From an optimization exercise on the open Yosys and OpenROAD flow, aimed at small area; shortcuts taken in it are not production practice. Only simulation tests tie the RTL to the original design; equivalence was not proved.

==> inputs of 08-20 <==
## pulse_arrays
module pulse_arrays #(
    parameter   WIDTH_left     =   8,
    parameter   WIDTH_up       =   8,
    parameter   WIDTH_out      =   16,
    parameter   Mritx_M   =   4,
    parameter   Mritx_N   =   4,
    parameter   Mritx_L   =   4,
    parameter   Mritx_LOG2_size  =   10
)(
    input   clk,
    input   rst,
    input   wire    valid_left,
    input   wire    valid_up,
    input   wire  [31:0]   left,
    input   wire  [31:0]   up,
    output  reg     ready,
    output  wire  [63:0]   product
);
Settings: LEC_CHECK=0, CAP_MARGIN=20, CORE_MARGIN=2, CORE_UTILIZATION=60, PLACE_DENSITY=0.75, SLEW_MARGIN=20, SYNTH_HIERARCHICAL=1; clock period 5.0 ns.
standard.sh (not shown) runs the stock make flow with config.mk's settings and CLKGATE_MAP_FILE= SYNTH_SCRIPT=/design/flow/synth_recipe.tcl, a recipe that flattens the netlist after the stock synthesis.
==> flow/flow/run.sh <==
#!/bin/bash
# The standard layout flow, with two changes:
# - the buffers that buffer_ports puts on every input and output port are the
#   smallest buffer cell (buf_1) instead of the cell buffer_ports picks;
# - clock tree synthesis inserts no dummy loads (its other arguments are the
#   ones the standard flow derives from config.mk).
set -euo pipefail
export BUFFER_PORTS_ARGS="-buffer_cell sky130_fd_sc_hd__buf_1"
export CTS_ARGS="-sink_clustering_enable -repair_clock_nets -sink_clustering_size 10 -sink_clustering_max_diameter 50 -buf_list sky130_fd_sc_hd__clkbuf_4 -dont_use_dummy_load"
bash standard.sh finish > standard.log 2>&1
==> 10-22: changes against 08-20 <==
--- a/flow/design.v
+++ b/flow/design.v
@@ -120,11 +120,11 @@
     wire s10, c10;
     pulse_arrays_fa u11 (.a(accn[6]), .b(ppn_0_6), .c(ppn_1_4), .s(s10), .co(c10));
     wire s11, c11;
     pulse_arrays_fa u12 (.a(ppn_2_2), .b(ppn_3_0), .c(c8), .s(s11), .co(c11));
     wire s12, c12;
-    pulse_arrays_fa u13 (.a(s10), .b(c9), .c(1'b1), .s(s12), .co(c12));
+    pulse_arrays_fa u13 (.a(s10), .b(c9), .c(s11), .s(s12), .co(c12));
     wire s13, c13;
     pulse_arrays_fa u14 (.a(accn[7]), .b(ppn_0_7), .c(ppn_1_5), .s(s13), .co(c13));
     wire s14, c14;
     pulse_arrays_fa u15 (.a(ppn_2_3), .b(ppn_3_1), .c(c10), .s(s14), .co(c14));
     wire s15, c15;
@@ -144,62 +144,58 @@
     wire s22, c22;
     pulse_arrays_fa u23 (.a(accn[10]), .b(ppn_1_8), .c(ppn_2_6), .s(s22), .co(c22));
     wire s23, c23;
     pulse_arrays_fa u24 (.a(ppn_3_4), .b(c19), .c(s22), .s(s23), .co(c23));
     wire s24, c24;
-    pulse_arrays_fa u25 (.a(c20), .b(s23), .c(1'b1), .s(s24), .co(c24));
+    pulse_arrays_fa u25 (.a(c20), .b(s23), .c(c21), .s(s24), .co(c24));
     wire s25, c25;
     pulse_arrays_fa u26 (.a(accn[11]), .b(ppn_1_9), .c(ppn_2_7), .s(s25), .co(c25));
     wire s26, c26;
     pulse_arrays_fa u27 (.a(ppn_3_5), .b(c22), .c(s25), .s(s26), .co(c26));
     wire s27, c27;
-    pulse_arrays_fa u28 (.a(c23), .b(s26), .c(1'b1), .s(s27), .co(c27));
+    pulse_arrays_fa u28 (.a(c23), .b(s26), .c(c24), .s(s27), .co(c27));
     wire s28, c28;
     pulse_arrays_fa u29 (.a(accn[12]), .b(ppn_2_8), .c(ppn_3_6), .s(s28), .co(c28));
     wire s29, c29;
     pulse_arrays_fa u30 (.a(c25), .b(s28), .c(c26), .s(s29), .co(c29));
     wire s30, c30;
     pulse_arrays_fa u31 (.a(accn[13]), .b(ppn_2_9), .c(ppn_3_7), .s(s30), .co(c30));
     wire s31, c31;
-    pulse_arrays_fa u32 (.a(c28), .b(s30), .c(1'b1), .s(s31), .co(c31));
+    pulse_arrays_fa u32 (.a(c28), .b(s30), .c(c29), .s(s31), .co(c31));
     wire s32, c32;
     pulse_arrays_fa u33 (.a(accn[14]), .b(ppn_3_8), .c(c30), .s(s32), .co(c32));
     wire s33 = accn[15] ^ ppn_3_9 ^ c32;
     wire s34, c34;
     pulse_arrays_ha u35 (.a(s7), .b(c5), .s(s34), .co(c34));
     wire s35, c35;
     pulse_arrays_ha u36 (.a(c7), .b(s9), .s(s35), .co(c35));
-    wire s36, c36;
-    pulse_arrays_ha u37 (.a(s11), .b(s12), .s(s36), .co(c36));
+    wire p36 = ~s12;
     wire s37, c37;
     pulse_arrays_ha u38 (.a(c12), .b(s15), .s(s37), .co(c37));
     wire s38, c38;
     pulse_arrays_ha u39 (.a(c15), .b(s18), .s(s38), .co(c38));
     wire s39, c39;
     pulse_arrays_ha u40 (.a(c18), .b(s21), .s(s39), .co(c39));
-    wire s40, c40;
-    pulse_arrays_ha u41 (.a(c21), .b(s24), .s(s40), .co(c40));
-    wire s41, c41;
-    pulse_arrays_ha u42 (.a(c24), .b(s27), .s(s41), .co(c41));
+    wire p40 = ~s24;
+    wire p41 = ~s27;
     wire s42, c42;
     pulse_arrays_ha u43 (.a(s29), .b(c27), .s(s42), .co(c42));
-    wire s43, c43;
-    pulse_arrays_ha u44 (.a(s31), .b(c29), .s(s43), .co(c43));
+    wire p43 = ~s31;
     wire s44, c44;
-    pulse_arrays_ha u45 (.a(c31), .b(s32), .s(s44), .co(c44));
+    pulse_arrays_ha u45 (.a(s32), .b(c31), .s(s44), .co(c44));
     wire p45 = ~s33;
     wire gg46 = c34 | s34;
     wire gg47 = c35 | (s35 & gg46);
     wire pq47 = s35 & 1'b0;
-    wire gg48 = c37 | (s37 & c36);
-    wire pq48 = s37 & s36;
+    wire gg48 = c37 | (s37 & s12);
+    wire pq48 = s37 & p36;
     wire gg49 = c39 | (s39 & c38);
     wire pq49 = s39 & s38;
-    wire gg50 = c41 | (s41 & c40);
-    wire pq50 = s41 & s40;
-    wire gg51 = c43 | (s43 & c42);
-    wire pq51 = s43 & s42;
+    wire gg50 = s27 | (p41 & s24);
+    wire pq50 = p41 & p40;
+    wire gg51 = s31 | (p43 & c42);
+    wire pq51 = p43 & s42;
     wire gg52 = s33 | (p45 & c44);
     wire pq52 = p45 & s44;
     wire gg53 = gg48 | (pq48 & gg47);
     wire pq53 = pq48 & pq47;
     wire gg54 = gg50 | (pq50 & gg49);
@@ -212,21 +208,21 @@
     wire pq57 = pq55 & pq56;
     wire gg58 = gg49 | (pq49 & gg53);
     wire pq58 = pq49 & pq53;
     wire gg59 = gg51 | (pq51 & gg56);
     wire pq59 = pq51 & pq56;
-    wire gg60 = c36 | (s36 & gg47);
-    wire pq60 = s36 & pq47;
+    wire gg60 = s12 | (p36 & gg47);
+    wire pq60 = p36 & pq47;
     wire gg61 = c38 | (s38 & gg53);
     wire pq61 = s38 & pq53;
-    wire gg62 = c40 | (s40 & gg58);
-    wire pq62 = s40 & pq58;
+    wire gg62 = s24 | (p40 & gg58);
+    wire pq62 = p40 & pq58;
     wire gg63 = c42 | (s42 & gg56);
     wire pq63 = s42 & pq56;
     wire gg64 = c44 | (s44 & gg59);
     wire pq64 = s44 & pq59;
-    assign y = {~(p45 ^ gg64), ~(s44 ^ gg59), ~(s43 ^ gg63), ~(s42 ^ gg56), ~(s41 ^ gg62), ~(s40 ^ gg58), ~(s39 ^ gg61), ~(s38 ^ gg53), ~(s37 ^ gg60), ~(s36 ^ gg47), ~(s35 ^ gg46), ~(s34 ^ 1'b1), ~s5, ~s3, ~s1, ~s0};
+    assign y = {~(p45 ^ gg64), ~(s44 ^ gg59), ~(p43 ^ gg63), ~(s42 ^ gg56), ~(p41 ^ gg62), ~(p40 ^ gg58), ~(s39 ^ gg61), ~(s38 ^ gg53), ~(s37 ^ gg60), ~(p36 ^ gg47), ~(s35 ^ gg46), ~(s34 ^ 1'b1), ~s5, ~s3, ~s1, ~s0};
 endmodule
 module pulse_arrays #(
     parameter   WIDTH_left     =   8,
     parameter   WIDTH_up       =   8,
     parameter   WIDTH_out      =   16,
--- a/flow/config.mk
+++ b/flow/config.mk
@@ -5,9 +5,9 @@
 export SDC_FILE = /design/flow/constraint.sdc
 export NUM_CORES = 4
 export LEC_CHECK = 0
 export CAP_MARGIN = 20
 export CORE_MARGIN = 2
-export CORE_UTILIZATION = 60
-export PLACE_DENSITY = 0.75
+export CORE_UTILIZATION = 50
+export PLACE_DENSITY = 0.65
 export SLEW_MARGIN = 20
 export SYNTH_HIERARCHICAL = 1
==> impl_metrics.json <==
{
  "num_rows": 65,
  "diodes": 1,
  "synth-xor-area-share_pct": 1.547,
  "htree_levels": 2,
  "max_stage_delay_ns": 0.51,
  "startpoint": "a2[2][1]",
  "clk_pin_slew_ns": 0.11,
  "status": "complete, no violations",
  "crit_path_end": "r0[2][15]"
}
The numbers above come from 08-20.

==> impl_metrics.json <==
{
  "synthTopCellsByArea": "dfxtp_1 (57%), fa_1 (15%), mux2_2 (8.7%), a222oi_1 (6.0%), ha_1 (3.9%)",
  "max_stage_delay_ns": 0.52,
  "status": "complete, no violations",
  "crit_path_end": "r0[1][15]",
  "diodes": 3,
  "synth-xor-area-share_pct": 1.408,
  "htree_levels": 3,
  "clk_pin_slew_ns": 0.10
}
The numbers above come from 10-22.

## port drivers added, routing unchanged
In the flow no input, the clock included, has a driving cell. The finished layouts below were timed again as built, in two steps.
Step 1 (the two cells are an assumption about what drives the block):
set clk [get_ports {clk}]
set_driving_cell -lib_cell sky130_fd_sc_hd__clkbuf_16 $clk
set_driving_cell -lib_cell sky130_fd_sc_hd__buf_2 [delete_from_list [all_inputs] $clk]
Step 2 times the ports against the registers' clock, not the clock port: input delays grow and output delays shrink by t, the midpoint of the rising clock arrivals with the driver on.
Slacks: ideal / step 1 / step 2; pairs: ideal / step 1.
| run | t, ns | setup slack, ns | hold slack, ns | worst setup path after step 2 |
|---|---|---|---|---|
| 08-20 | 0.756 | 0.228 / 0.228 / 0.228 | 0.239 / 0.239 / 0.239 | register to register |
| 10-22 | 0.776 | 0.229 / 0.229 / 0.229 | 0.267 / 0.267 / 0.267 | register to register |
After both steps every run listed still meets setup and hold.
